What follows belongs to an exercise in optimizing a design on an open flow for small area and a short achievable clock period; a production flow would make more cautious choices. RTL that was checked went through simulation tests only; none was proved equivalent to the original. No functional check of the RTL was part of run 7. The clock port is modelled as an ideal driver; clocking choices that lean on that would not hold on a real chip. No activity file was given, so power comes from the tool's default toggle rates.

`flow/flow/run.sh`:
```
#!/bin/bash
# Standard ORFS layout, with plain buffers (not delay cells) on the ports.
set -euo pipefail
bash standard.sh synth > synth.log 2>&1
bash standard.sh "BUFFER_PORTS_ARGS=-buffer_cell sky130_fd_sc_hd__buf_1" finish > layout.log 2>&1
```
`flow/standard.sh`:
```
#!/bin/bash
# synth_recipe.tcl (not shown) runs the flow's synth.tcl, then flattens the netlist and writes it again
# the make line also repeats each setting of config.mk as NAME=value (left out here)
make -C /OpenROAD-flow-scripts/flow DESIGN_CONFIG=/design/flow/config.mk WORK_HOME=/design/flow/orfs CLKGATE_MAP_FILE= SYNTH_SCRIPT=/design/flow/synth_recipe.tcl "${@:-finish}"
```
`flow/config.mk`:
```
export PLATFORM = sky130hd
export DESIGN_NAME = top_module
export DESIGN_NICKNAME = top_module
export VERILOG_FILES = /design/flow/design.v
export SDC_FILE = /design/flow/constraint.sdc
export NUM_CORES = 4
export LEC_CHECK = 0
export ABC_AREA = 0
export CAP_MARGIN = 20
export CORE_MARGIN = 2
export CORE_UTILIZATION = 40
export SLEW_MARGIN = 20
export SYNTH_HIERARCHICAL = 1
```
`flow/constraint.sdc`:
```
create_clock -name core_clock -period 12.5 [get_ports {clk}]
set_input_delay 2.5000 -clock core_clock [delete_from_list [all_inputs] [get_ports {clk}]]
set_output_delay 2.5000 -clock core_clock [all_outputs]
set_load 0.01 [all_outputs]
```
`flow/design.v`:
```
`timescale 1ns / 1ps
module top_module(
    input clk,
    input rst,
    input [15:0] sw,
    input btnC,
    output reg [6:0] seg,
    output reg [3:0] an,
    output reg bitti,
    output [1:0] p
    );
    reg btnC_prev;
    reg s0, sira, p0, p1;
    reg s1;              
    reg arm;             
    reg [15:0] sayi0, sayi1;
    reg [15:0] m;
    assign p = {p1, p0};
    wire gir = btnC & ~btnC_prev;
    wire cmp = btnC & arm;
    wire [15:0] tah = sw & {16{s1}};
    wire [15:0] sa;
    mux16 smux(.sel(sira), .a(sayi0), .b(sayi1), .y(sa));
    wire [15:0] m_n;
    match_matrix mm(.g(tah), .s(sa), .m(m_n));
    always @(posedge clk) begin
        if (rst) begin
            btnC_prev <= 1'b0;
            s0 <= 1'b0;
            p0 <= 1'b1;
            s1 <= 1'b0;
            sira <= 1'b0;
            p1 <= 1'b1;
            bitti <= 1'b0;
            arm <= 1'b0;
        end else begin
            btnC_prev <= btnC;
            arm <= ~btnC & s0 & ~bitti;
            if (gir) begin
                s0 <= 1'b1;
                if (s0) begin
                    p0 <= 1'b0;
                    s1 <= 1'b1;
                end
                sira <= ~sira;
            end
            if (cmp) begin
                p1 <= ~sira;
                if (m_n[0] & m_n[5] & m_n[10] & m_n[15]) bitti <= 1'b1;
            end
        end
    end
    always @(posedge clk) begin
        if (!s0) sayi0 <= sw;
        if (!s1) sayi1 <= sw;
        if (cmp) m <= m_n;
    end
    wire [3:0] v;
    digit_sel ds(.m(m), .s1(s1), .an(an), .v(v));
    wire [6:0] seg_n;
    hex7 hx(.v(v), .seg(seg_n));
    always @(posedge clk) begin
        if (rst) begin
            an <= 4'b1111;
            seg <= 7'b000_0000;
        end else begin
            an <= {an[2:0], an[3] & ~&an[2:0]};
            seg <= seg_n;
        end
    end
endmodule
module mux16(
    input sel,
    input [15:0] a,
    input [15:0] b,
    output [15:0] y
    );
    assign y = sel ? a : b;
endmodule
module match_matrix(
    input [15:0] g,
    input [15:0] s,
    output [15:0] m
    );
    genvar i, j;
    generate
        for (i = 0; i < 4; i = i + 1) begin : gi
            for (j = 0; j < 4; j = j + 1) begin : gj
                eq4 e(.a(g[4*i +: 4]), .b(s[4*j +: 4]), .y(m[4*i+j]));
            end
        end
    endgenerate
endmodule
module eq4(
    input [3:0] a,
    input [3:0] b,
    output y
    );
    assign y = a == b;
endmodule
module digit_sel(
    input [15:0] m,
    input s1,
    input [3:0] an,
    output reg [3:0] v
    );
    function [1:0] fa(input x, input y, input z);
        fa = {(x & y) | (x & z) | (y & z), x ^ y ^ z};
    endfunction
    wire [2:0] bull = m[0] + m[5] + m[10] + m[15];
    wire [1:0] r0 = fa(m[1], m[2], m[3]);
    wire [1:0] r1 = fa(m[4], m[6], m[7]);
    wire [1:0] r2 = fa(m[8], m[9], m[11]);
    wire [1:0] r3 = fa(m[12], m[13], m[14]);
    wire [2:0] ss = (r0[0] + r1[0]) + (r2[0] + r3[0]);
    wire [2:0] sc = (r0[1] + r1[1]) + (r2[1] + r3[1]);
    wire [3:0] cow = ss + {sc, 1'b0};
    always @(*)
        if (!an[0]) v = 4'hC;
        else if (!an[1]) v = s1 ? {1'b0, bull} : 4'h0;
        else if (!an[2]) v = 4'hB;
        else v = s1 ? cow : 4'h0;
endmodule
module hex7(
    input [3:0] v,
    output [6:0] seg
    );
    assign seg[0] = (~v[3] & ~v[2] & ~v[1]) | (v[3] & v[2]) | (v[2] & v[1] & v[0]);
    assign seg[1] = (~v[3] & ~v[2] & v[0]) | (~v[3] & ~v[2] & v[1]) | (~v[3] & v[1] & v[0]);
    assign seg[2] = (~v[3] & v[0]) | (~v[1] & v[0]) | (~v[3] & v[2] & ~v[1]);
    assign seg[3] = (v[3] & v[1] & ~v[0]) | (v[2] & v[1] & v[0]) | (~v[3] & v[2] & ~v[1] & ~v[0]) | (~v[3] & ~v[2] & ~v[1] & v[0]);
    assign seg[4] = (v[3] & v[2]) | (~v[3] & ~v[2] & v[1] & ~v[0]);
    assign seg[5] = (v[3] & v[2]) | (v[2] & v[1] & ~v[0]) | (v[3] & v[1] & v[0]) | (v[2] & ~v[1] & v[0]);
    assign seg[6] = (v[3] & v[1] & v[0]) | (~v[3] & v[2] & ~v[1] & ~v[0]) | (~v[3] & ~v[2] & ~v[1] & v[0]);
endmodule
```
==> notes.md, run 1 <==
* Buf/Inv on CP at 2
* Number of CTS-inserted buffers at 9
* DR vias/cell at 4.98
* Post-Syn Area at 3730 um^2
* CP cell instances: fa_1 > fa_1 > ha_1 > inv_1 > fa_1 > nand2_1 > o211ai_1 > a21boi_0 > buf_2 > and2_4 > nor2_1 > o22a_1 > and2b_1
* ANT nets after route at 0
* Gpl congestion at 0.813
* Clock latency at the later pin of the worst-skew pair at 0.35 ns
* # setup viols final at 0
* Layout net count at 349
* Status: no timing/DRC/antenna violations
* Setup crit end kind: flip-flop
* Warning count from the yosys run at 8
* Max-slew violation count at 0
* Clock buffer depth at 2
* Startpoint types: flip-flop
* Worst-margin pin slew at 1.08 ns
* Clock-pin slew on the worst setup and hold paths at 0.08 ns
* Hold WC Path Type: reg2reg
* Dpl hpwl at 4840 um
* Grt total ovfl at 0
* Setup Buffers After CTS at 0
* Minimum clock period at 3.84 ns
* Hold-fix buffers, CTS at 0
* DIE HEIGHT at 101 um
* Commonest non-fill, non-tap cell in the layout: xor2_1
* Final Cycle Share at 30.7%
* Peak per-stage delay on the critical path at 0.61 ns
* Io pins at 33
* Final wirelength at 6770 um
* Post-synth EDFFs at 48
* Final hold violations at 0
* First-pass GRT wire length at 11,200 um
* Worst Setup Slack, final at 8.66 ns
* H-tree lvl count at 3
* Die Wd at 101 um
* Sink Count at 67
* Total Routing Usage GR at 14.8%
* N_diodes at 0
* Worst path slowest cell: a21boi_0
* PwrDens at 134 nW/um^2
* Via count at 2,152
* DR pass1 iterations at 4
* IO buf count at 32
* Max Clock Skew at 0.0166 ns
* Yosys reg bits at 67
* Main synth FF type: edfxtp_1
* Max-cap viol count at 0
* Net count after synthesis at 317
* Starting DRT DRC Count at 56
* Die area at 10,100 um^2
* Post-route DRC at 0
* Drt wl/cell at 15.7 um
* Seq/Total Area, Yosys at 48.8%
* Crit path DAT at 4.09 ns
* Post-synth ARST share at 0%
* Leak at 1.63 nW
* Most frequent cells in the layout: xor2_1, edfxtp_1, buf_1
* Synth area leaders: edfxtp_1, xor2_1, dfxtp_1
* RSZ-0062 raised after global routing: false
* Setup slack at placement at 8.54 ns
* Core Footprint at 9150 um^2
* Rel. slew slack at 27.9%
* Cell taking the most area after synthesis: edfxtp_1
* PostCTS Resize Cnt at 0
* Vias in the first global route at 2,115
* Max Clk Rate at 0.260 GHz
* VDD IR max at 0.0000556 V
* Top-area cell type share of the netlist area at 38.6%
* Crit path max-delay family: adder cells
* Setup_tns at 0 ns
* Most Frequent Cell on Critical Path: fa_1
* Mapped Cells at 284
* Initial Util at 40.8%
* Layout cells sized above 1 at 18.1%
* CP Class: reg2reg
* Avg Inst Size Synth at 13.1 um^2
* Synth cell types at 45
* WP data required at 12.75 ns
* TritonCTS clock tree: yes
* CTS root buffer: clkbuf_8
* Critical path fanouts, max at 5
* Synthesis-to-finish area growth at 9.69%
* Row count at 35
* Min Hold Slack at 0.451 ns
* Initial antenna violation count at 0
* Largest net degree at the start of global routing at 22
stage by stage:
step | util (%) | power [mW] | area [um^2] | instances
global placement | 42.4 | 0.364 | 3880 | 415
CTS | 44.7 | 0.555 | 4090 | 432
global route | 44.7 | 0.577 | 4090 | 432
floorplan | - | 0.347 | 3730 | 284
finish | 44.7 | 0.548 | 4090 | 432
detailed placement | 42.4 | 0.366 | 3880 | 416
cells by family (layout without fill, tap and decap cells):
| kind of cell | count (synthesis) | after routing | share of synthesized area (%) |
|---|---|---|---|
| multiplexers | 17 | 17 | 6.10 |
| AND/OR/NAND/NOR | 71 | 71 | 14.4 |
| XOR/XNOR | 67 | 67 | 15.7 |
| flip-flops | 67 | 67 | 48.8 |
| AO/OA/AOI/OAI | 21 | 21 | 3.76 |
| adder cells (fa/ha/maj) | 15 | 15 | 6.60 |
| buffers and inverters | 26 | 63 | 4.59 |
cells in the mapped netlist (all sizes together) (2+ instances only):
cell type,instances
xor2,65
edfxtp,48
dfxtp,19
and2,18
nor4,18
mux2,16
inv,14
buf,12
and2b,9
nor2,9
fa,8
ha,6
nand2,5
o21ai,4
a21o,3
a21oi,3
a31oi,3
or2,3
nand3,2
nor2b,2
xnor2,2
worst reg2reg max path, stage by stage (launching register included):
cell and delay, ns:
edfxtp_1 0.41, fa_1 0.52, fa_1 0.55, ha_1 0.16
inv_1 0.05, fa_1 0.43, nand2_1 0.08, o211ai_1 0.08
a21boi_0 0.61, buf_2 0.29, and2_4 0.19, nor2_1 0.05
o22a_1 0.17, and2b_1 0.16
per-module statistics from Yosys, one instance, submodules excluded, excerpt:
module | flops+latches | cell area, um^2 | times used | cells
digit_sel | 0 | 390 | 1 | 41
hex7 | 0 | 181 | 1 | 26
eq4 | 0 | 47.5 | 16 | 5
mux16 | 0 | 249 | 1 | 18
top_module | 67 | 2150 | 1 | 119
registers in the layout, summed over array words and instances (netlist names), 4 cells and up:
register / count
sayi1: 16
an: 4
sayi0: 16
m: 16
seg: 7
power breakdown:
group / leakage, nW / switching (mW) / internal (mW)
combinational: 0.902 / 0.0560 / 0.0422
sequential: 0.621 / 0.00875 / 0.253
clock: 0.111 / 0.0900 / 0.0977
total: 1.63 / 0.155 / 0.393
cell type report:
class	instances	area, um^2
clock inverters	5	37.5
repair buffers	33	125
flip-flops and latches	67	1820
multi-input cells	191	1740
inverters	14	57.6
fillers	849	5060
well taps	111	139
clock buffers	11	174
routing by layer:
| metal | global-route usage [%] | routed length [um] |
|---|---|---|
| met5 | 0 | 0 |
| met3 | 3.61 | 186 |
| met2 | 24.6 | 3380 |
| met1 | 18.7 | 3120 |
| met4 | 5.48 | 87 |
final timing paths:
| path | to | depth (start not counted) | start | slack, ns |
|---|---|---|---|---|
| worst max-delay path | seg[5]$_SDFF_PP0_ | 13 | m[1]$_DFFE_PP_ | 8.66 |
| worst min register to register | p0$_SDFFE_PP1P_ | 1 | p0$_SDFFE_PP1P_ | 0.45 |
| worst max register to register | seg[5]$_SDFF_PP0_ | 13 | m[1]$_DFFE_PP_ | 8.66 |
| worst min-delay path | p0$_SDFFE_PP1P_ | 1 | p0$_SDFFE_PP1P_ | 0.45 |
==> run 2, diff against run 1 <==
--- a/flow/config.mk
+++ b/flow/config.mk
@@ -6,5 +6,5 @@
 export NUM_CORES = 4
 export LEC_CHECK = 0
-export ABC_AREA = 0
+export ABC_AREA = 1
 export CAP_MARGIN = 20
 export CORE_MARGIN = 2
==> notes.md, run 2 <==
* Row count at 36 (+2.9%)
* Final Util at 45.1% (+0.41 points)
* Post-synth ARST share at 0% (unchanged)
* Io pins at 33 (unchanged)
* Layout net count at 589 (+69%)
* Setup_tns at 0 ns (unchanged)
* Critical path fanouts, max at 7 (+2)
* TritonCTS clock tree: yes
* Total Routing Usage GR at 15.5% (+0.75 points)
* Avg Inst Size Synth at 7.70 um^2 (-41%)
* VDD IR max at 0.0000659 V (+19%)
* Grt total ovfl at 0 (unchanged)
* Hold path cells at 2 (+1)
* RSZ-0062 raised after global routing: false
* Comb pwr share at 21.5% (+3.6 points)
* Buf/Inv on CP at 3 (+1)
* Clock buffer depth at 2 (unchanged)
* Clock-pin slew on the worst setup and hold paths at 0.08 ns (about the same)
* Commonest non-fill, non-tap cell in the layout: nand2_1
* Die Wd at 104 um (+3.6%)
* Starting DRT DRC Count at 83 (+48%)
* Startpoint types: flip-flop
* Met2 WL at 3800 um (+13%)
* CP Depth at 12 (-1)
* Number of CTS-inserted buffers at 9 (unchanged)
* Post-route DRC at 0 (unchanged)
* Max Clock Skew at 0.0131 ns (-0.00349 ns)
* WP data required at 12.79 ns (+0.04 ns)
* H-tree lvl count at 3 (unchanged)
* Max Clk Rate at 0.282 GHz (+8.3%)
* Clock Power Share at 31.4% (-2.9 points)
* N_diodes at 0 (unchanged)
* CP cell instances: fa_1 > fa_1 > ha_1 > inv_1 > fa_1 > inv_1 > a21oi_1 > nor3_1 > nand2_1 > o211ai_1 > inv_1 > nor2_1
* Main synth FF type: edfxtp_1
* Dpl cell area at 4220 um^2 (+8.6%)
* Post-synth EDFFs at 48 (unchanged)
* Largest net degree at the start of global routing at 24 (+9.1%)
* Final hold violations at 0 (unchanged)
* # setup viols final at 0 (unchanged)
* Core Footprint at 9770 um^2 (+6.8%)
* Seq/Total Area, Yosys at 45.3% (-3.5 points)
* First-pass GRT wire length at 13,300 um (+19%)
* Sw Ratio at 31.5% (+3.3 points)
* Clock latency at the later pin of the worst-skew pair at 0.36 ns (about the same)
* Fin area at 4410 um^2 (+7.8%)
* Min Hold Slack at 0.474 ns (+0.0232 ns)
* Synth cell count leaders: nand2_1, inv_1, edfxtp_1
* Net count after synthesis at 555 (+75%)
* Yosys reg bits at 67 (unchanged)
* Setup Buffers After CTS at 0 (unchanged)
* PostCTS Resize Cnt at 0 (unchanged)
* DR vias/cell at 4.36 (-12%)
* Dpl hpwl at 5870 um (+21%)
* Sink Count at 67 (unchanged)
* P_int at 0.382 mW (-2.9%)
* Total power at 0.557 mW (+1.8%)
* Worst path slowest cell: nor3_1
* Hold WC Path Type: reg2reg
* Leak at 2.07 nW (+27%)
* Top-area cell type share of the netlist area at 35.8% (-2.8 points)
* Reg2Reg Depth at 12 (-1)
* Most common cell in the netlist: nand2_1
* Minimum clock period at 3.55 ns (-0.296 ns)
* Synth cell types at 27 (-40%)
* Wire length on met1 at 3530 um (+13%)
* Final wirelength at 7680 um (+14%)
* Synth area leaders: edfxtp_1, nand2_1, inv_1
* Warning count from the yosys run at 8 (unchanged)
* DR pass1 iterations at 6 (+2)
* WL met3 at 221 um (+19%)
* Max layer used: met4
* Via count at 3,027 (+41%)
* Synthesis-to-finish area growth at 9.71% (about the same)
* Net Sw Power at 0.176 mW (+14%)
* IO buf count at 32 (unchanged)
* Initial antenna violation count at 0 (unchanged)
* Cell taking the most area after synthesis: edfxtp_1
* CP Class: reg2reg
* Biggest regs: m (16), sayi0 (16), sayi1 (16)
* DIE HEIGHT at 104 um (+3.6%)
* Most frequent cells in the layout: nand2_1, inv_1, edfxtp_1
* Setup crit end kind: flip-flop
* PwrDens at 126 nW/um^2 (-5.6%)
* Worst-margin pin slew at 0.856 ns (-0.224 ns)
* Status: no timing/DRC/antenna violations
* Layout cells sized above 1 at 6.06% (-12 points)
* Crit path DAT at 3.83 ns (-0.26 ns)
* Post-Syn Area at 4020 um^2 (+7.7%)
* Hold-fix buffers, CTS at 0 (unchanged)
* Crit path max-delay family: adder cells
* CTS root buffer: clkbuf_8
* Max-cap viol count at 0 (unchanged)
* Sequential Power Share at 47.1% (-0.7 points)
* Peak per-stage delay on the critical path at 0.68 ns (+0.07 ns)
* Vias in the first global route at 2,874 (+36%)
* Mapped Cells at 522 (+84%)
* Rel. slew slack at 42.5% (+15 points)
* Max-slew violation count at 0 (unchanged)
* Final Cycle Share at 28.4% (-2.4 points)
* Gpl congestion at 0.882 (+8.6%)
* Die area at 10,900 um^2 (+7.4%)
* ANT nets after route at 0 (unchanged)
* Drt wl/cell at 11.1 um (-29%)
* Initial Util at 41.1% (+0.36 points)
==> run 2: per-layer routing <==
metal	global-route usage (%)	vias to the layer above
met2	27.4	27
met3	4.64	12
met4	5.21	0
met5	0	-
li1	-	1611
met1	17.9	1377
==> run 2: through the flow <==
stage	setup slack, ns	instances
floorplan	9.16	522
global placement	8.74	678
detailed placement	8.67	678
CTS	8.97	694
global route	8.65	694
finish	8.95	694
==> run 2: cell families (layout without fill, tap and decap cells) <==
group / Yosys count / in the layout / share of synthesized area (%)
buffers and inverters: 123 / 162 / 13.0
DFF: 67 / 67 / 45.3
xor gates and xnor gates: 33 / 33 / 7.19
adders and majority gates: 14 / 14 / 5.85
AOI/OAI and AO/OA: 15 / 15 / 2.18
and+or+nand+nor: 270 / 270 / 26.5
==> run 2: path summary, 6_finish.rpt <==
check	from	to	slack [ns]
worst min register to register	an[3]$_SDFF_PP1_	an[0]$_SDFF_PP1_	0.47
worst max register to register	m[1]$_DFFE_PP_	seg[0]$_SDFF_PP0_	8.95
worst max-delay path	m[1]$_DFFE_PP_	seg[0]$_SDFF_PP0_	8.95
worst min-delay path	an[3]$_SDFF_PP1_	an[0]$_SDFF_PP1_	0.47
==> run 2: power by group through the flow <==
stage | sequential (mW) | clock [mW] | combinational [mW]
6_report | 0.262 | 0.175 | 0.120
5_1_grt | 0.264 | 0.191 | 0.140
4_1_cts | 0.263 | 0.182 | 0.121
3_5_place_dp | 0.268 | 0 | 0.121
3_3_place_gp | 0.267 | 0 | 0.117
2_1_floorplan | 0.266 | 0 | 0.0960
==> run 2: final cells by class <==
cell class,count,area (um^2)
clock buffer,10,149
sequential,67,1820
fill,999,5360
tap,133,166
multi-input combinational,332,1680
inverter,114,433
timing repair buffer,32,120
clock inverter,6,45.0
==> run 2: per-module statistics from Yosys (local to each module, per instance), a selection <==
| module | cells inside | flip-flops and latches | area, um^2 |
|---|---|---|---|
| hex7 | 29 | 0 | 131 |
| eq4 | 15 | 0 | 66.3 |
| digit_sel | 50 | 0 | 388 |
| top_module | 151 | 67 | 2200 |
| mux16 | 52 | 0 | 244 |
==> run 2: worst register-to-register path, cell delays in order, from the launching register on <==
cell	delay (ns)
edfxtp_1	0.40
fa_1	0.54
fa_1	0.56
ha_1	0.19
inv_1	0.06
fa_1	0.44
inv_1	0.06
a21oi_1	0.06
nor3_1	0.68
nand2_1	0.16
o211ai_1	0.21
inv_1	0.06
nor2_1	0.07
==> run 3, diff against run 2 <==
==> flow/flow/run.sh (replaced) <==
#!/bin/bash
# ORFS layout with plain buffers on the ports, a small clock tree, and after
# clock tree synthesis a resizing pass (flow/post_cts.tcl) that trades slack
# for area and then sizes the critical paths up to a tighter target.
set -euo pipefail
here=$(pwd)
bash standard.sh synth > synth.log 2>&1
bash standard.sh \
  "BUFFER_PORTS_ARGS=-buffer_cell sky130_fd_sc_hd__buf_1" \
  "CTS_ARGS=-sink_clustering_enable -repair_clock_nets -dont_use_dummy_load" \
  "POST_CTS_TCL=$here/flow/post_cts.tcl" \
  finish > layout.log 2>&1
==> flow/flow/margin.txt (new file) <==
9.0
==> flow/flow/post_cts.tcl (new file) <==
set fp [open [file join [file dirname [info script]] margin.txt]]
set margin [string trim [read $fp]]
close $fp
estimate_parasitics -placement
puts "post_cts: worst slack before [worst_slack -max]"
repair_timing -setup -recover_power 100 -setup_margin $margin
estimate_parasitics -placement
puts "post_cts: worst slack after recovery [worst_slack -max]"
repair_timing -setup -setup_margin $margin -skip_last_gasp
estimate_parasitics -placement
puts "post_cts: worst slack after repair [worst_slack -max]"
repair_timing -hold
detailed_placement
check_placement -verbose
estimate_parasitics -placement
puts "post_cts: worst slack final [worst_slack -max] hold [worst_slack -min]"
--- a/flow/config.mk
+++ b/flow/config.mk
@@ -6,8 +6,8 @@
 export NUM_CORES = 4
 export LEC_CHECK = 0
-export ABC_AREA = 1
+export ABC_AREA = 0
 export CAP_MARGIN = 20
 export CORE_MARGIN = 2
-export CORE_UTILIZATION = 40
+export CORE_UTILIZATION = 65
 export SLEW_MARGIN = 20
 export SYNTH_HIERARCHICAL = 1
==> notes.md, run 3 <==
* Final Cycle Share at 28.1% (-0.26 points)
* Core Footprint at 5540 um^2 (-43%)
* WP data required at 12.76 ns (-0.03 ns)
* Status: no timing/DRC/antenna violations
* Cell taking the most area after synthesis: edfxtp_1
* Synth area leaders: edfxtp_1, xor2_1, dfxtp_1
* Gpl congestion at 0.805 (-8.8%)
* Synth cell types at 45 (+67%)
* Synthesis-to-finish area growth at 5.97%
* Vias in the first global route at 2,112 (-27%)
* Max-cap viol count at 0 (unchanged)
* CP cell instances: buf_1 > and2_2 > xor2_1 > nor4_2 > and4_1 > a31oi_1 > nor2_1
* Setup_tns at 0 ns (unchanged)
* Layout cells sized above 1 at 18.5% (+12 points)
* Layout net count at 349 (-41%)
* Post-synth ARST share at 0% (unchanged)
* Setup crit end kind: flip-flop
* Clock-pin slew on the worst setup and hold paths at 0.07 ns (about the same)
* RSZ-0062 raised after global routing: false
* PwrDens at 125 nW/um^2 (-1.4%)
* Synth cell count leaders: xor2_1, edfxtp_1, dfxtp_1
* Crit path DAT at 3.77 ns (-0.06 ns)
* Yosys reg bits at 67 (unchanged)
* Dpl hpwl at 4830 um (-18%)
* CP Class: in2reg
* Max Clk Rate at 0.285 GHz (+0.92%)
* Hold WC Path Type: reg2reg
* DIE HEIGHT at 79.8 um (-23%)
* Post-synth EDFFs at 48 (unchanged)
* Final hold violations at 0 (unchanged)
* Clock latency at the later pin of the worst-skew pair at 0.34 ns (-0.02 ns)
* Minimum clock period at 3.51 ns (-0.0322 ns)
* Hold path cells at 1 (-1)
* Via count at 2,161 (-29%)
* Largest net degree at the start of global routing at 22 (-8.3%)
* Seq/Total Area, Yosys at 48.8% (+3.5 points)
* Most common cell in the netlist: xor2_1
* Starting DRT DRC Count at 129 (+55%)
* Initial Util at 67.4% (+26 points)
* Critical path fanouts, max at 4 (-3)
* Startpoint types: primary input
* Io pins at 33 (unchanged)
* Biggest regs: m (16), sayi0 (16), sayi1 (16)
* Avg Inst Size Synth at 13.1 um^2 (+71%)
* ANT nets after route at 0 (unchanged)
* Top-area cell type share of the netlist area at 38.6% (+2.8 points)
* Row count at 27 (-25%)
* Most frequent cells in the layout: xor2_1, edfxtp_1, buf_1
* DR pass1 iterations at 4 (-2)
* Net count after synthesis at 317 (-43%)
* Mapped Cells at 284 (-46%)
* Max Clock Skew at 0.0185 ns (+0.00538 ns)
* # setup viols final at 0 (unchanged)
* Post-Syn Area at 3730 um^2 (-7.2%)
* Drt wl/cell at 17.0 um (+54%)
* N_diodes at 0 (unchanged)
* Post-route DRC at 0 (unchanged)
* Reg2Reg Depth at 12 (unchanged)
* Peak per-stage delay on the critical path at 0.35 ns (-0.33 ns)
* Die Wd at 79.8 um (-23%)
* Final Util at 71.4% (+26 points)
* IO buf count at 32 (unchanged)
* Worst-margin pin slew at 1.13 ns (+0.276 ns)
* Die area at 6360 um^2 (-41%)
* Grt total ovfl at 0 (unchanged)
* VDD IR max at 0.0000987 V (+50%)
* Initial antenna violation count at 0 (unchanged)
* Leak at 1.60 nW (-23%)
* Max-slew violation count at 0 (unchanged)
* First-pass GRT wire length at 10,700 um (-19%)
* DR vias/cell at 5.60 (+28%)
* TritonCTS clock tree: yes
* Warning count from the yosys run at 8 (unchanged)
* Commonest non-fill, non-tap cell in the layout: xor2_1
* Final wirelength at 6580 um (-14%)
* Total Routing Usage GR at 23.0% (+7.5 points)
* Main synth FF type: edfxtp_1
* Sink Count at 67 (unchanged)
* Rel. slew slack at 24.4% (-18 points)
* Worst path slowest cell: nor4_2
-- run 3: cell count changes in the layout (fill, tap and decap cells not counted), moves of 10 or more --
| cell | previous run | this run |
|---|---|---|
| xor2_1 | 1 | 65 |
| inv_1 | 109 | 12 |
| nor4_2 | 0 | 11 |
| nand3_1 | 13 | 2 |
| mux2_4 | 0 | 10 |
| xnor2_1 | 32 | 2 |
| nand2_1 | 214 | 5 |
| nor2_1 | 28 | 8 |
-- run 3: through the flow --
step	hold slack, ns	total power, mW	area, um^2	setup slack (ns)	std cells
2_1_floorplan	0.427	0.347	3730	8.96	284
3_3_place_gp	0.432	0.363	3830	8.53	376
3_5_place_dp	0.437	0.365	3830	8.49	376
5_1_grt	0.483	0.515	3960	8.78	386
6_report	0.453	0.493	3960	8.99	386
-- run 3: logic make-up (layout without fill, tap and decap cells) --
logic type / after synthesis / in the layout / synth area share [%]
compound gates: 21 / 21 / 3.76
buf+inv: 26 / 56 / 4.59
flops: 67 / 67 / 48.8
fa+ha+maj: 15 / 15 / 6.60
mux: 17 / 17 / 6.10
simple gates: 71 / 71 / 14.4
xor+xnor: 67 / 67 / 15.7
-- run 3: power by group --
part	switching, mW	total, mW	leakage [nW]	internal, mW
Clock	0.0691	0.133	0.0647	0.0641
Sequential	0.00930	0.263	0.620	0.253
Combinational	0.0545	0.0969	0.912	0.0424
-- run 3: final cells by class --
type | count | area (um^2)
tap | 72 | 90.1
multi-input combinational | 191 | 1730
inverter | 14 | 57.6
timing repair buffer | 33 | 128
fill | 404 | 1590
clock buffer | 9 | 124
sequential | 67 | 1820
-- run 3: worst max-delay path: cells and delay by family --
| family | cells | cell delay (ns) |
|---|---|---|
| xor gates and xnor gates | 1 | 0.16 |
| and+or+nand+nor | 4 | 0.93 |
| buffers and inverters | 1 | 0.09 |
| AOI/OAI and AO/OA | 1 | 0.09 |
-- run 3: layer usage --
layer | GRT usage [%] | vias up | share of wire (%)
li1 | - | 1047 | -
met1 | 33.0 | 1060 | 49
met2 | 34.4 | 41 | 46
met3 | 3.62 | 13 | 2.5
met4 | 11.4 | 0 | 2.6
met5 | 0 | - | 0
-- run 3: path summary, 6_finish.rpt --
path,from,end,slack [ns]
setup reg to reg,m[1]$_DFFE_PP_,seg[5]$_SDFF_PP0_,9.01
hold / removal,p0$_SDFFE_PP1P_,p0$_SDFFE_PP1P_,0.45
hold reg to reg,p0$_SDFFE_PP1P_,p0$_SDFFE_PP1P_,0.45
setup / recovery,sw[13],bitti$_SDFFE_PP0P_,8.99
-- run 3: Yosys stat by module, one instance, submodules excluded, excerpt --
module      cell area, um^2  flops+latches
digit_sel               390              0
top_module             2150             67
hex7                    181              0
mux16                   249              0
eq4                    47.5              0
==> run 4, diff against run 3 <==
--- a/flow/config.mk
+++ b/flow/config.mk
@@ -9,5 +9,5 @@
 export CAP_MARGIN = 20
 export CORE_MARGIN = 2
-export CORE_UTILIZATION = 65
+export CORE_UTILIZATION = 40
 export SLEW_MARGIN = 20
 export SYNTH_HIERARCHICAL = 1
==> notes.md, run 4 <==
* Critical path fanouts, max at 4 (unchanged)
* Rel. slew slack at 28.6% (+4.2 points)
* Most common cell in the netlist: xor2_1
* Io pins at 33 (unchanged)
* Area of the multi-input gates at 1700 um^2 (-2.0%)
* Commonest non-fill, non-tap cell in the layout: xor2_1
* TritonCTS clock tree: yes
* N_diodes at 0 (unchanged)
* DR vias/cell at 4.96 (-11%)
* Post-synth EDFFs at 48 (unchanged)
* Seq. cell area at 1820 um^2 (unchanged)
* Reg2Reg Setup Slack at 9.10 ns (+0.09 ns)
* Total power at 0.492 mW (-0.15%)
* Gpl congestion at 0.813 (+0.94%)
* CP Depth at 7 (unchanged)
* Layout cells sized above 1 at 15.8% (-2.7 points)
* Cell taking the most area after synthesis: edfxtp_1
* Initial antenna violation count at 0 (unchanged)
* Row count at 35 (+30%)
* Sink Count at 67 (unchanged)
* Max-slew violation count at 0 (unchanged)
* Buf/Inv on CP at 1 (unchanged)
* Setup_tns at 0 ns (unchanged)
* Dpl hpwl at 4840 um (+0.16%)
* Worst path slowest cell: nor4_2
* Crit path max-delay family: simple AND/OR/NAND/NOR gates
* Main synth FF type: edfxtp_1
* Layout net count at 352 (+0.86%)
* Core Footprint at 9150 um^2 (+65%)
* Comb pwr share at 19.6% (about the same)
* Status: no timing/DRC/antenna violations
* P_int at 0.360 mW (about the same)
* Hold path cells at 1 (unchanged)
* Post-Syn Area at 3730 um^2 (unchanged)
* Most frequent cells in the layout: xor2_1, edfxtp_1, buf_1
* Max Clock Skew at 0.0337 ns (+0.0152 ns)
* Final Cycle Share at 28.4% (+0.29 points)
* Synth cell types at 45 (unchanged)
* Sw Ratio at 26.9% (-0.093 points)
* Worst Setup Slack, final at 8.95 ns (-0.0368 ns)
* Startpoint types: primary input
* Clock Power Share at 27.1% (about the same)
* Post-route DRC at 0 (unchanged)
* Top-area cell type share of the netlist area at 38.6% (unchanged)
* Final wirelength at 6770 um (+3.0%)
* # setup viols final at 0 (unchanged)
* Synth cell count leaders: xor2_1, edfxtp_1, dfxtp_1
* Final cell count without fillers at 428 (+11%)
* Net count after synthesis at 317 (unchanged)
* Synthesis-to-finish area growth at 6.84%
* DIE HEIGHT at 101 um (+26%)
* Via count at 2,125 (-1.7%)
* Clock latency at the later pin of the worst-skew pair at 0.34 ns (about the same)
* Max Clk Rate at 0.282 GHz (-1.0%)
* Grt total ovfl at 0 (unchanged)
* Final hold violations at 0 (unchanged)
* Mapped Cells at 284 (unchanged)
* Max-cap viol count at 0 (unchanged)
* Warning count from the yosys run at 8 (unchanged)
* Yosys reg bits at 67 (unchanged)
* Die Wd at 101 um (+26%)
* Avg Inst Size Synth at 13.1 um^2 (unchanged)
* Peak per-stage delay on the critical path at 0.39 ns (+0.04 ns)
* CP cell instances: buf_1 > and2_2 > xor2_1 > nor4_2 > and4_1 > a31oi_1 > nor2_1
* Seq/Total Area, Yosys at 48.8% (unchanged)
* Reg-to-Reg Start: m[1]$_DFFE_PP_
* PwrDens at 123 nW/um^2 (-0.97%)
* Synth area leaders: edfxtp_1, xor2_1, dfxtp_1
* Minimum clock period at 3.55 ns (+0.0368 ns)
* VDD IR max at 0.0000540 V (-45%)
* Post-synth ARST share at 0% (unchanged)
* Largest net degree at the start of global routing at 22 (unchanged)
* RSZ-0062 raised after global routing: false
* Clock-pin slew on the worst setup and hold paths at 0.07 ns (about the same)
* Net Sw Power at 0.132 mW (-0.50%)
* CP Class: in2reg
* Drt wl/cell at 15.8 um (-7.1%)
* Starting DRT DRC Count at 70 (-46%)
* Leak at 1.60 nW (+0.36%)
* ANT nets after route at 0 (unchanged)
* Biggest regs: m (16), sayi0 (16), sayi1 (16)
* First-pass GRT wire length at 11,400 um (+5.9%)
* Cells after DPL at 416 (+11%)
* Setup crit end kind: flip-flop
* Worst-margin pin slew at 1.07 ns (-0.0634 ns)
* Die area at 10,100 um^2 (+59%)
* Reg-to-Reg End: seg[1]$_SDFF_PP0_
* Total Routing Usage GR at 15.0% (-8.0 points)
* DR pass1 iterations at 4 (unchanged)
* HP Start: p0$_SDFFE_PP1P_
* Hold EP: p0$_SDFFE_PP1P_
* Setup slack at placement at 8.54 ns (+0.0538 ns)
* # fillers at 866 (+110%)
* Initial Util at 40.8% (-27 points)
* WP data required at 12.77 ns (about the same)
* IO buf count at 32 (unchanged)
* Sequential Power Share at 53.3% (about the same)
* Reg2Reg Depth at 13 (+1)
* Crit path DAT at 3.82 ns (+0.05 ns)
* Vias in the first global route at 2,157 (+2.1%)
* Hold WC Path Type: reg2reg
==> run 4: cell counts after synthesis <==
Identical to the previous run, type by type.
==> run 4: worst max-delay path by stage <==
stage	to	startpoint
after floorplan	bitti$_SDFFE_PP0P_	sw[13]
after global placement	seg[5]$_SDFF_PP0_	m[1]$_DFFE_PP_
after detailed placement	seg[1]$_SDFF_PP0_	m[1]$_DFFE_PP_
after global routing	bitti$_SDFFE_PP0P_	sw[6]
final	bitti$_SDFFE_PP0P_	sw[14]
==> run 4: kinds of logic (layout without fill, tap and decap cells) <==
| logic type | count (synthesis) | count (layout) | synth area share (%) |
|---|---|---|---|
| simple gates | 71 | 71 | 14.4 |
| xor+xnor | 67 | 67 | 15.7 |
| flops | 67 | 67 | 48.8 |
| buf+inv | 26 | 59 | 4.59 |
| compound gates | 21 | 21 | 3.76 |
| mux | 17 | 17 | 6.10 |
| fa+ha+maj | 15 | 15 | 6.60 |
==> run 4: Yosys stat by module (local to each module, per instance), a selection <==
module / copies in the design / cells inside
digit_sel: 1 / 41
hex7: 1 / 26
mux16: 1 / 18
eq4: 16 / 5
top_module: 1 / 119
==> run 4: final cells by class <==
| type | count | area share, % |
|---|---|---|
| clock buffer | 9 | 3.11 |
| inverter | 14 | 1.41 |
| multi-input combinational | 191 | 42.6 |
| sequential | 67 | 45.7 |
| tap | 111 | 3.48 |
| timing repair buffer | 36 | 3.70 |
==> run 4: power by group through the flow <==
stage | clock, mW | sequential (mW) | combinational, mW
floorplan | 0 | 0.264 | 0.0834
global placement | 0 | 0.267 | 0.0970
detailed placement | 0 | 0.267 | 0.0985
global route | 0.149 | 0.264 | 0.108
finish | 0.134 | 0.262 | 0.0962
==> run 4: through the flow <==
stage          hold slack [ns]  instance area, um^2  util (%)
2_1_floorplan            0.427                 3730         -
3_3_place_gp             0.431                 3880      42.4
5_1_grt                  0.482                 3990      43.6
6_report                 0.449                 3990      43.6
3_5_place_dp             0.438                 3880      42.4
==> run 4: layer usage <==
| metal | up-vias | track usage [%] | wire (um) |
|---|---|---|---|
| met1 | 1033 | 19.4 | 3050 |
| met5 | - | 0 | 0 |
| li1 | 1053 | - | - |
| met2 | 28 | 24.5 | 3430 |
| met4 | 0 | 5.90 | 127 |
| met3 | 11 | 3.33 | 161 |
==> run 4: worst register-to-register path, cell delays in order, from the launching register on <==
cell	delay [ns]
edfxtp_1	0.40
fa_1	0.52
fa_1	0.55
ha_1	0.16
inv_1	0.05
fa_1	0.43
nand2_1	0.08
o211ai_1	0.10
a21boi_2	0.19
clkbuf_2	0.17
clkinvlp_2	0.13
maj3_1	0.37
nor2_2	0.08
and2b_1	0.12
==> run 5, diff against run 4 <==
==> flow/flow/downsize.tcl (new file) <==
# greedy downsizing: each cell to the smallest same-function cell that keeps
# the worst setup slack at or above the floor and adds no slew/cap violation
proc my_downsize {floor} {
  set n 0
  foreach inst [get_cells *] {
    set ref [get_property $inst ref_name]
    if {![regexp {^(sky130_fd_sc_hd__[a-z0-9]+)_([0-9]+)$} $ref -> base size]} { continue }
    if {[string match "*clkbuf*" $base] || [string match "*dfxtp*" $base] || [string match "*edfxtp*" $base]} { continue }
    if {[string match "*buf*" $base] && [regexp {^(input|output)} [get_property $inst full_name]]} { continue }
    set lcs [get_lib_cells -quiet $ref]
    if {[llength $lcs] == 0} { continue }
    set cur_area [get_property [lindex $lcs 0] area]
    set cands {}
    foreach lc [get_lib_cells ${base}_*] {
      set nm [get_property $lc name]
      if {![regexp "^${base}_(\[0-9\]+)\$" $nm]} { continue }
      set a [get_property $lc area]
      if {$a < $cur_area} { lappend cands [list $a $nm] }
    }
    foreach c [lsort -real -index 0 $cands] {
      set nm [lindex $c 1]
      replace_cell $inst $nm
      if {[worst_slack -max] >= $floor && [sta::max_slew_violation_count] == 0 && [sta::max_capacitance_violation_count] == 0} {
        incr n
        set ref $nm
        break
      }
      replace_cell $inst $ref
    }
  }
  return $n
}
==> flow/flow/margin.txt (replaced) <==
9.1
==> flow/flow/post_cts.tcl (replaced) <==
set here [file dirname [info script]]
source [file join $here downsize.tcl]
set fp [open [file join $here margin.txt]]
set margin [string trim [read $fp]]
close $fp
estimate_parasitics -placement
puts "post_cts: worst slack before [worst_slack -max]"
repair_timing -setup -setup_margin $margin -skip_last_gasp
set ws [worst_slack -max]
puts "post_cts: worst slack after repair $ws"
puts "post_cts: downsized [my_downsize [expr {min($ws, $margin)}]] cells"
repair_timing -setup -setup_margin $margin -skip_last_gasp
puts "post_cts: worst slack after downsizing [worst_slack -max]"
repair_timing -hold
detailed_placement
check_placement -verbose
estimate_parasitics -placement
puts "post_cts: worst slack final [worst_slack -max] hold [worst_slack -min]"
--- a/flow/config.mk
+++ b/flow/config.mk
@@ -9,5 +9,5 @@
 export CAP_MARGIN = 20
 export CORE_MARGIN = 2
-export CORE_UTILIZATION = 40
+export CORE_UTILIZATION = 65
 export SLEW_MARGIN = 20
 export SYNTH_HIERARCHICAL = 1
==> notes.md, run 5 <==
* Status: no timing/DRC/antenna violations
* Die Wd at 79.8 um (-21%)
* Post-synth EDFFs at 48 (unchanged)
* Synth cell count leaders: xor2_1, edfxtp_1, dfxtp_1
* Yosys reg bits at 67 (unchanged)
* Vias in the first global route at 2,159 (+0.093%)
* Worst Setup Slack, final at 8.96 ns (+0.0120 ns)
* Hold WC Path Type: reg2reg
* DR vias/cell at 5.62 (+13%)
* PwrDens at 124 nW/um^2 (+0.29%)
* Seq/Total Area, Yosys at 48.8% (unchanged)
* Minimum clock period at 3.54 ns (-0.0120 ns)
* RSZ-0062 raised after global routing: false
* Synthesis-to-finish area growth at 5.56%
* Post-route DRC at 0 (unchanged)
* Core Footprint at 5540 um^2 (-39%)
* Max-slew violation count at 0 (unchanged)
* Largest net degree at the start of global routing at 22 (unchanged)
* Setup slack at placement at 8.49 ns (-0.0538 ns)
* Max-cap viol count at 0 (unchanged)
* Max Clk Rate at 0.283 GHz (+0.34%)
* Net count after synthesis at 317 (unchanged)
* Leak at 1.60 nW (-0.44%)
* Initial Util at 67.4% (+27 points)
* Startpoint types: primary input
* # setup viols final at 0 (unchanged)
* Avg Inst Size Synth at 13.1 um^2 (unchanged)
* Mapped Cells at 284 (unchanged)
* Total Routing Usage GR at 23.7% (+8.7 points)
* Most frequent cells in the layout: xor2_1, edfxtp_1, buf_1
* ANT nets after route at 0 (unchanged)
* Die area at 6360 um^2 (-37%)
* Final Cycle Share at 28.3% (-0.096 points)
* TritonCTS clock tree: yes
* VDD IR max at 0.000101 V (+87%)
* Main synth FF type: edfxtp_1
* Sink Count at 67 (unchanged)
* Post-Syn Area at 3730 um^2 (unchanged)
* Critical path fanouts, max at 3 (-1)
* Top-area cell type share of the netlist area at 38.6% (unchanged)
* Final wirelength at 6770 um (about the same)
* CP Class: in2reg
* Worst-margin pin slew at 0.943 ns (-0.125 ns)
* Max Clock Skew at 0.0176 ns (-0.0161 ns)
* Hold path cells at 1 (unchanged)
* First-pass GRT wire length at 11,000 um (-3.1%)
* Synth area leaders: edfxtp_1, xor2_1, dfxtp_1
* Layout net count at 357 (+1.4%)
* Commonest non-fill, non-tap cell in the layout: xor2_1
* Layout cells sized above 1 at 14.3% (-1.5 points)
* Setup_tns at 0 ns (unchanged)
* Reg2Reg Depth at 12 (-1)
* Final hold violations at 0 (unchanged)
* Via count at 2,214 (+4.2%)
* Reg-to-Reg Start: m[1]$_DFFE_PP_
* Dpl hpwl at 4830 um (-0.16%)
* Total power at 0.488 mW (-0.91%)
* DR pass1 iterations at 4 (unchanged)
* Row count at 27 (-23%)
* Starting DRT DRC Count at 121 (+73%)
* Clock latency at the later pin of the worst-skew pair at 0.34 ns (about the same)
* Clock-pin slew on the worst setup and hold paths at 0.07 ns (about the same)
* Biggest regs: m (16), sayi0 (16), sayi1 (16)
* Post-synth ARST share at 0% (unchanged)
* Cell taking the most area after synthesis: edfxtp_1
* Gpl congestion at 0.805 (-0.94%)
* Warning count from the yosys run at 8 (unchanged)
* Grt total ovfl at 0 (unchanged)
* Final Util at 71.1% (+28 points)
* IO buf count at 32 (unchanged)
* Io pins at 33 (unchanged)
* Most common cell in the netlist: xor2_1
* Reg2Reg Setup Slack at 9.10 ns (about the same)
* Crit path DAT at 3.64 ns (-0.18 ns)
* WP data required at 12.60 ns (-0.17 ns)
* Synth cell types at 45 (unchanged)
* Initial antenna violation count at 0 (unchanged)
* Reg-to-Reg End: seg[5]$_SDFF_PP0_
* DIE HEIGHT at 79.8 um (-21%)
* Rel. slew slack at 37.0% (+8.4 points)
* HP Start: p0$_SDFFE_PP1P_
* Setup crit end kind: flip-flop
* Drt wl/cell at 17.2 um (+8.5%)
* N_diodes at 0 (unchanged)
* Hold EP: p0$_SDFFE_PP1P_
run 5: worst max path at each step:
stage	startpoint	end	slack [ns]	cells after the start
after global placement	m[1]$_DFFE_PP_	seg[5]$_SDFF_PP0_	8.53	12
after detailed placement	m[1]$_DFFE_PP_	seg[5]$_SDFF_PP0_	8.49	12
after global routing	m[1]$_DFFE_PP_	seg[4]$_SDFF_PP0_	8.87	12
after floorplan	sw[13]	bitti$_SDFFE_PP0P_	8.96	6
final	sw[8]	m[11]$_DFFE_PP_	8.96	5
run 5: cells by family after synthesis:
family	synth area share, %
and+or+nand+nor	14.4
xor gates and xnor gates	15.7
DFF	48.8
buffers and inverters	4.59
adders and majority gates	6.60
AOI/OAI and AO/OA	3.76
muxes	6.10
run 5: cell type report:
| cell class | instances | area, um^2 |
|---|---|---|
| Tap cell | 72 | 90.1 |
| Clock buffer | 9 | 124 |
| Multi-Input combinational cell | 191 | 1660 |
| Inverter | 14 | 52.6 |
| Timing Repair Buffer | 41 | 189 |
| Fill cell | 421 | 1600 |
| Sequential cell | 67 | 1830 |
run 5: critical path, cell delays in order:
cell and delay [ns]:
buf_1 0.11, and2_0 0.25, buf_1 0.26, xor2_1 0.13, nor4_2 0.40
run 5: routing by layer:
metal	track usage (%)	wire length (um)	vias to the layer above	part of all wire, %
li1	-	-	1061	-
met1	34.3	3330	1095	49
met2	35.0	3070	44	45
met3	3.62	182	14	2.7
met4	11.4	180	0	2.7
met5	0	0	-	0
run 5: Yosys stat by module, one instance, submodules excluded, excerpt:
module / flops+latches / times used / area, um^2 / cells inside
mux16: 0 / 1 / 249 / 18
digit_sel: 0 / 1 / 390 / 41
top_module: 67 / 1 / 2150 / 119
eq4: 0 / 16 / 47.5 / 5
hex7: 0 / 1 / 181 / 26
run 5: through the flow:
stage	instances	hold slack (ns)	cell area [um^2]
3_5_place_dp	376	0.437	3830
6_report	394	0.453	3940
3_3_place_gp	376	0.432	3830
5_1_grt	394	0.483	3940
2_1_floorplan	284	0.427	3730
run 5: where the power goes:
part	internal, mW	switching, mW	total, mW
logic	0.0387	0.0531	0.0919
clock network	0.0641	0.0695	0.134
registers	0.253	0.00870	0.262
==> run 6, diff against run 5 <==
==> flow/flow/run.sh (replaced) <==
#!/bin/bash
# ORFS layout with plain buffers on the ports, a small clock tree, and after
# clock tree synthesis a resizing pass (flow/post_cts.tcl) that trades slack
# for area and then sizes the critical paths up to a tighter target; the
# same again after global routing (flow/post_grt.tcl).
set -euo pipefail
here=$(pwd)
bash standard.sh synth > synth.log 2>&1
bash standard.sh \
  "BUFFER_PORTS_ARGS=-buffer_cell sky130_fd_sc_hd__buf_1" \
  "CTS_ARGS=-sink_clustering_enable -repair_clock_nets -dont_use_dummy_load" \
  "POST_CTS_TCL=$here/flow/post_cts.tcl" \
  "POST_GLOBAL_ROUTE_TCL=$here/flow/post_grt.tcl" \
  finish > layout.log 2>&1
==> flow/flow/post_grt.tcl (new file) <==
# Runs at the end of ORFS's global route step (POST_GLOBAL_ROUTE_TCL): the
# same resizing as post_cts.tcl, now with global-route parasitics, then the
# changed nets are routed again.
set here [file dirname [info script]]
source [file join $here downsize.tcl]
set fp [open [file join $here margin.txt]]
set margin [string trim [read $fp]]
close $fp
set_propagated_clock [all_clocks]
estimate_parasitics -global_routing
puts "post_grt: worst slack before [worst_slack -max]"
global_route -start_incremental
repair_timing -setup -setup_margin $margin -skip_last_gasp
set ws [worst_slack -max]
puts "post_grt: worst slack after repair $ws"
puts "post_grt: downsized [my_downsize [expr {min($ws, $margin)}]] cells"
repair_timing -setup -setup_margin $margin -skip_last_gasp
repair_timing -hold
detailed_placement
global_route -end_incremental
check_placement -verbose
estimate_parasitics -global_routing
puts "post_grt: worst slack final [worst_slack -max] hold [worst_slack -min]"
==> notes.md, run 6 <==
* Status: no timing/DRC/antenna violations
* Initial antenna violation count at 0 (unchanged)
* Die area at 6360 um^2 (unchanged)
* Cell taking the most area after synthesis: edfxtp_1
* Setup crit end kind: flip-flop
* Largest net degree at the start of global routing at 22 (unchanged)
* Post-synth ARST share at 0% (unchanged)
* Post-route DRC at 0 (unchanged)
* Dpl hpwl at 4830 um (unchanged)
* Yosys reg bits at 67 (unchanged)
* TritonCTS clock tree: yes
* CP cell instances: buf_1 > and2_0 > xor2_1 > nor4_2 > and4_1 > a31oi_1 > nor2_1
* Reg2Reg Setup Slack at 9.15 ns (+0.05 ns)
* Clock-pin slew on the worst setup and hold paths at 0.07 ns (about the same)
* Commonest non-fill, non-tap cell in the layout: xor2_1
* Min Hold Slack at 0.453 ns (-0.000532 ns)
* Net count after synthesis at 317 (unchanged)
* Minimum clock period at 3.48 ns (-0.0609 ns)
* Rel. slew slack at 36.6% (-0.42 points)
* Comb pwr share at 19.9% (+1.1 points)
* First-pass GRT wire length at 11,000 um (unchanged)
* Total Routing Usage GR at 23.7% (unchanged)
* Final cell count without fillers at 406 (+3.0%)
* CP Class: in2reg
* Final wirelength at 7020 um (+3.8%)
* VDD IR max at 0.0000995 V (-1.1%)
* Drt wl/cell at 17.3 um (+0.72%)
* Worst path slowest cell: and2_0
* Top-area cell type share of the netlist area at 38.6% (unchanged)
* Sw Ratio at 27.2% (+0.28 points)
* Critical path fanouts, max at 4 (+1)
* Clock latency at the later pin of the worst-skew pair at 0.33 ns (about the same)
* Max Clk Rate at 0.288 GHz (+1.8%)
* Clock Power Share at 27.1% (-0.3 points)
* Layout net count at 369 (+3.4%)
* Sequential Power Share at 53.0% (-0.8 points)
* Sink Count at 67 (unchanged)
* PwrDens at 123 nW/um^2 (-1.0%)
* Vias in the first global route at 2,159 (unchanged)
* ANT nets after route at 0 (unchanged)
* Layout cells sized above 1 at 18.3% (+4.0 points)
* Synthesis-to-finish area growth at 7.88%
* Post-Syn Area at 3730 um^2 (unchanged)
* Max-cap viol count at 0 (unchanged)
* IO buf count at 32 (unchanged)
* Final hold violations at 0 (unchanged)
* Peak per-stage delay on the critical path at 0.35 ns (-0.05 ns)
* DR vias/cell at 5.58 (-0.72%)
* Post-synth EDFFs at 48 (unchanged)
* Setup_tns at 0 ns (unchanged)
* Via count at 2,265 (+2.3%)
* N_diodes at 0 (unchanged)
* Synth area leaders: edfxtp_1, xor2_1, dfxtp_1
* Synth cell count leaders: xor2_1, edfxtp_1, dfxtp_1
* Synth cell types at 45 (unchanged)
* Leak at 1.61 nW (+0.77%)
* Gpl congestion at 0.805 (unchanged)
* Net Sw Power at 0.134 mW (+2.2%)
* Core Footprint at 5540 um^2 (unchanged)
* Max-slew violation count at 0 (unchanged)
* Biggest regs: m (16), sayi0 (16), sayi1 (16)
* Most frequent cells in the layout: xor2_1, edfxtp_1, buf_1
* Grt total ovfl at 0 (unchanged)
* Avg Inst Size Synth at 13.1 um^2 (unchanged)
* DR pass1 iterations at 4 (unchanged)
* Startpoint types: primary input
* Seq/Total Area, Yosys at 48.8% (unchanged)
* Warning count from the yosys run at 8 (unchanged)
* Io pins at 33 (unchanged)
* # setup viols final at 0 (unchanged)
* Row count at 27 (unchanged)
* Hold WC Path Type: reg2reg
* Final Cycle Share at 27.8% (-0.49 points)
* P_int at 0.359 mW (+0.79%)
* Initial Util at 67.4% (unchanged)
* Most common cell in the netlist: xor2_1
* Starting DRT DRC Count at 147 (+21%)
* Main synth FF type: edfxtp_1
* Cells after DPL at 376 (unchanged)
* Worst-margin pin slew at 0.950 ns (+0.00622 ns)
* Die Wd at 79.8 um (unchanged)
* Max Clock Skew at 0.0145 ns (-0.00309 ns)
* Mapped Cells at 284 (unchanged)
* WP data required at 12.69 ns (+0.09 ns)
* Crit path DAT at 3.66 ns (+0.02 ns)
* DIE HEIGHT at 79.8 um (unchanged)
==> run 6: cell types whose count changed in the layout (fill, tap and decap cells not counted), sizes merged <==
cell | before | now
clkbuf | 9 | 13
inv | 14 | 13
clkinvlp | 0 | 1
o2111ai | 1 | 2
buf | 41 | 48
==> run 6: power groups by stage <==
| stage | logic [mW] | registers [mW] | clock network [mW] |
|---|---|---|---|
| after global placement | 0.0963 | 0.266 | 0 |
| after floorplan | 0.0834 | 0.264 | 0 |
| final | 0.0982 | 0.262 | 0.134 |
| after detailed placement | 0.0980 | 0.267 | 0 |
==> run 6: layout make-up <==
cell class                      instances  area (um^2)
Clock buffer                            9          124
Fill cell                             415         1510
Inverter                               14         56.3
Multi-Input combinational cell        192         1690
Sequential cell                        67         1830
Tap cell                               72         90.1
Timing Repair Buffer                   52          236
==> run 6: worst paths after layout <==
kind                   startpoint                 end  depth (start not counted)
hold reg to reg   p0$_SDFFE_PP1P_     p0$_SDFFE_PP1P_                          1
setup / recovery            sw[3]  bitti$_SDFFE_PP0P_                          7
hold / removal    p0$_SDFFE_PP1P_     p0$_SDFFE_PP1P_                          1
setup reg to reg  m[12]$_DFFE_PP_   seg[3]$_SDFF_PP0_                         13
==> run 6: Yosys stat by module, one instance, submodules excluded, excerpt <==
| module | area, um^2 | copies in the design |
|---|---|---|
| digit_sel | 390 | 1 |
| eq4 | 47.5 | 16 |
| hex7 | 181 | 1 |
| mux16 | 249 | 1 |
| top_module | 2150 | 1 |
==> run 6: logic make-up after synthesis <==
| kind of cell | share of synthesized area, % |
|---|---|
| compound gates | 3.76 |
| xor+xnor | 15.7 |
| fa+ha+maj | 6.60 |
| buf+inv | 4.59 |
| flops | 48.8 |
| mux | 6.10 |
| simple gates | 14.4 |
==> run 6: worst max-delay path: cells and delay by family <==
kind / cells / cell delay (ns)
AOI/OAI and AO/OA: 1 / 0.17
xor gates and xnor gates: 1 / 0.21
buffers and inverters: 1 / 0.13
and+or+nand+nor: 4 / 0.65
==> run 6: per-stage QoR <==
step           setup slack (ns)  utilization [%]  instance area (um^2)  total power [mW]
2_1_floorplan              8.96                -                  3730             0.347
6_report                   9.02             72.7                  4030             0.493
3_5_place_dp               8.49             69.1                  3830             0.365
3_3_place_gp               8.53             69.1                  3830             0.363
==> run 6: routing by layer <==
| layer | track usage, % | wire length, um |
|---|---|---|
| met3 | 3.62 | 203 |
| met1 | 34.3 | 3470 |
| met2 | 35.0 | 3210 |
| met5 | 0 | 0 |
| met4 | 11.4 | 142 |
==> run 7, diff against run 6 <==
--- a/flow/design.v
+++ b/flow/design.v
@@ -13,15 +13,22 @@
     reg s0, sira, p0, p1;
     reg s1;              
-    reg arm;             
+    reg zp;              
+    reg [1:0] k;         
     reg [15:0] sayi0, sayi1;
     reg [15:0] m;
     assign p = {p1, p0};
     wire gir = btnC & ~btnC_prev;
-    wire cmp = btnC & arm;
-    wire [15:0] tah = sw & {16{s1}};
+    wire cmp = gir & s0 & ~bitti;
     wire [15:0] sa;
     mux16 smux(.sel(sira), .a(sayi0), .b(sayi1), .y(sa));
     wire [15:0] m_n;
-    match_matrix mm(.g(tah), .s(sa), .m(m_n));
+    match_matrix mm(.g(sw), .s(sa), .m(m_n));
+    wire [3:0] z;
+    genvar d;
+    generate
+        for (d = 0; d < 4; d = d + 1) begin : zd
+            assign z[d] = ~|sayi0[4*d +: 4];
+        end
+    endgenerate
     always @(posedge clk) begin
         if (rst) begin
@@ -33,8 +40,7 @@
             p1 <= 1'b1;
             bitti <= 1'b0;
-            arm <= 1'b0;
+            zp <= 1'b0;
         end else begin
             btnC_prev <= btnC;
-            arm <= ~btnC & s0 & ~bitti;
             if (gir) begin
                 s0 <= 1'b1;
@@ -47,5 +53,6 @@
             if (cmp) begin
                 p1 <= ~sira;
-                if (m_n[0] & m_n[5] & m_n[10] & m_n[15]) bitti <= 1'b1;
+                zp <= ~s1;
+                if (s1 ? m_n[0] & m_n[5] & m_n[10] & m_n[15] : &z) bitti <= 1'b1;
             end
         end
@@ -57,13 +64,15 @@
     end
     wire [3:0] v;
-    digit_sel ds(.m(m), .s1(s1), .an(an), .v(v));
+    digit_sel ds(.m(m), .z(z), .s1(s1), .zp(zp), .k(k), .v(v));
     wire [6:0] seg_n;
     hex7 hx(.v(v), .seg(seg_n));
     always @(posedge clk) begin
         if (rst) begin
+            k <= 2'd0;
             an <= 4'b1111;
             seg <= 7'b000_0000;
         end else begin
-            an <= {an[2:0], an[3] & ~&an[2:0]};
+            k <= k + 2'd1;
+            an <= ~(4'b0001 << k);
             seg <= seg_n;
         end
@@ -101,6 +110,8 @@
 module digit_sel(
     input [15:0] m,
+    input [3:0] z,
     input s1,
-    input [3:0] an,
+    input zp,
+    input [1:0] k,
     output reg [3:0] v
     );
@@ -108,5 +119,5 @@
         fa = {(x & y) | (x & z) | (y & z), x ^ y ^ z};
     endfunction
-    wire [2:0] bull = m[0] + m[5] + m[10] + m[15];
+    wire [2:0] bm = m[0] + m[5] + m[10] + m[15];
     wire [1:0] r0 = fa(m[1], m[2], m[3]);
     wire [1:0] r1 = fa(m[4], m[6], m[7]);
@@ -115,10 +126,15 @@
     wire [2:0] ss = (r0[0] + r1[0]) + (r2[0] + r3[0]);
     wire [2:0] sc = (r0[1] + r1[1]) + (r2[1] + r3[1]);
-    wire [3:0] cow = ss + {sc, 1'b0};
+    wire [3:0] cm = ss + {sc, 1'b0};
+    wire [2:0] zc = z[0] + z[1] + z[2] + z[3];
+    wire [3:0] bull = zp ? {1'b0, zc} : s1 ? {1'b0, bm} : 4'h0;
+    wire [3:0] cow = zp ? {1'b0, zc} + {zc, 1'b0} : s1 ? cm : 4'h0;
     always @(*)
-        if (!an[0]) v = 4'hC;
-        else if (!an[1]) v = s1 ? {1'b0, bull} : 4'h0;
-        else if (!an[2]) v = 4'hB;
-        else v = s1 ? cow : 4'h0;
+        case (k)
+            2'd0: v = cow;
+            2'd1: v = 4'hC;
+            2'd2: v = bull;
+            default: v = 4'hB;
+        endcase
 endmodule
 module hex7(
--- a/flow/flow/downsize.tcl
+++ b/flow/flow/downsize.tcl
@@ -31,2 +31,38 @@
   return $n
 }
+
+# the largest early or late slew, either edge, at any flip-flop clock pin
+proc my_clock_slew {} {
+  set w 0
+  foreach pin [all_registers -clock_pins -edge_triggered] {
+    foreach e {rise fall} {
+      set s [get_property $pin slew_max_$e]
+      if {$s > $w} { set w $s }
+    }
+  }
+  return $w
+}
+
+# clock buffers to a smaller size where the clock-pin slew stays under
+# max_slew and the worst setup and hold slacks stay at or above the floors
+proc my_downsize_clock {floor max_slew} {
+  set n 0
+  foreach inst [get_cells *] {
+    set ref [get_property $inst ref_name]
+    if {![regexp {^sky130_fd_sc_hd__clkbuf_([0-9]+)$} $ref -> size]} { continue }
+    foreach cand {sky130_fd_sc_hd__clkbuf_2 sky130_fd_sc_hd__clkbuf_4} {
+      regexp {_([0-9]+)$} $cand -> csize
+      if {$csize >= $size} { continue }
+      replace_cell $inst $cand
+      if {[worst_slack -max] >= $floor && [worst_slack -min] >= 0.1 && [my_clock_slew] <= $max_slew
+          && [sta::max_slew_violation_count] == 0 && [sta::max_capacitance_violation_count] == 0} {
+        incr n
+        set ref $cand
+        set size $csize
+        break
+      }
+      replace_cell $inst $ref
+    }
+  }
+  return $n
+}
==> flow/flow/margin.txt (replaced) <==
9.15
--- a/flow/flow/post_cts.tcl
+++ b/flow/flow/post_cts.tcl
@@ -6,4 +6,6 @@
 estimate_parasitics -placement
 puts "post_cts: worst slack before [worst_slack -max]"
+puts "post_cts: clock buffers downsized [my_downsize_clock [expr {[worst_slack -max] - 0.02}] 0.100]"
+puts "post_cts: clock-pin slew [my_clock_slew]"
 repair_timing -setup -setup_margin $margin -skip_last_gasp
 set ws [worst_slack -max]
==> notes.md, run 7 <==
* Warning count from the yosys run at 8 (unchanged)
* Seq/Total Area, Yosys at 46.4% (-2.4 points)
* Yosys reg bits at 69 (+3.0%)
* Status: aborted with a tool error
* Cell taking the most area after synthesis: edfxtp_1
* Post-synth ARST share at 0% (unchanged)
* Mapped Cells at 307 (+8.1%)
* Io pins at 33 (unchanged)
* IO buf count at 32 (unchanged)
* Most common cell in the netlist: xor2_1
* Synth area leaders: edfxtp_1, xor2_1, dfxtp_1
* Row count at 28 (+3.7%)
* Synth cell count leaders: xor2_1, edfxtp_1, inv_1
* Setup slack at placement at 8.41 ns (-0.0748 ns)
* Post-synth EDFFs at 48 (unchanged)
* Err: [ERROR EST-0104] inconsistent parasitics state
* Post-Syn Area at 4010 um^2 (+7.5%)
* Gpl congestion at 0.754 (-6.4%)
* Avg Inst Size Synth at 13.1 um^2 (-0.58%)
* Top-area cell type share of the netlist area at 35.9% (-2.7 points)
* Die Wd at 82.6 um (+3.5%)
* Dpl hpwl at 5480 um (+13%)
* Initial Util at 67.4% (about the same)
* Net count after synthesis at 350 (+10%)
* Main synth FF type: edfxtp_1
* DIE HEIGHT at 82.6 um (+3.5%)
* Synth cell types at 49 (+8.9%)
* Halt point of the flow: clock tree synthesis (4_1_cts)
* Sink Count at 69 (+3.0%)
## run 7: cell types whose count changed after synthesis, sizes merged, moves of 4 or more
cell	previous run	this run
a21oi	3	7
and2	18	1
and2b	9	0
ha	6	13
inv	14	24
nor2b	2	12
## run 7: worst min path at each step
stage	to	slack, ns	cells past startpoint
floorplan	p0$_SDFFE_PP1P_	0.43	1
global placement	p0$_SDFFE_PP1P_	0.45	1
detailed placement	p0$_SDFFE_PP1P_	0.47	1
## run 7: cell families after synthesis
family / after synthesis / share of synthesized area, %
adder cells (fa/ha/maj): 25 / 9.83
flip-flops: 69 / 46.4
AO/OA/AOI/OAI: 30 / 5.58
multiplexers: 17 / 5.80
XOR/XNOR: 67 / 14.6
buffers and inverters: 37 / 5.08
AND/OR/NAND/NOR: 62 / 12.7
## run 7: power groups by stage
stage / clock (mW) / combinational [mW] / sequential [mW]
after floorplan: 0 / 0.0962 / 0.274
after detailed placement: 0 / 0.118 / 0.279
after global placement: 0 / 0.114 / 0.278
## run 7: modules after synthesis, one instance, submodules excluded, a selection
module      copies in the design  cells inside
eq4                           16             5
top_module                     1           119
mux16                          1            18
hex7                           1            26
digit_sel                      1            64
## run 7: through the flow
stage          cell area (um^2)  cells
3_5_place_dp               4140    402
3_3_place_gp               4130    401
2_1_floorplan              4010    307

static timing again, ports no longer ideal:
The results above use ideal ports. As a check the final layouts listed here were re-extracted and re-timed, cells and wires unchanged. Step 1: set_driving_cell puts a clkbuf_16 on clk and a buf_2 on each other input, an assumption about the parent block. Step 2 also shifts input and output timing later by t, the mid clock arrival at the registers, as if the neighbouring blocks saw the same clock. Three values: ideal, step 1, step 2; two values: the first two.
| run | t (ns) | slack for setup (ns) | cell pins on the clock port's net |
|---|---|---|---|
| run 1 | 0.368 | 8.659 / 8.659 / 8.581 | 1 |
| run 2 | 0.387 | 8.955 / 8.955 / 8.711 | 1 |
| run 3 | 0.357 | 8.987 / 8.997 / 8.640 | 1 |
| run 4 | 0.358 | 8.950 / 8.962 / 8.604 | 1 |
| run 5 | 0.358 | 8.962 / 8.971 / 8.613 | 1 |
| run 6 | 0.354 | 9.023 / 9.029 / 8.675 | 1 |
After both steps every run listed still meets setup and hold. The setup slack of run 5, which loses most, moves by +0.009 ns with the drivers and by -0.349 ns with both steps.
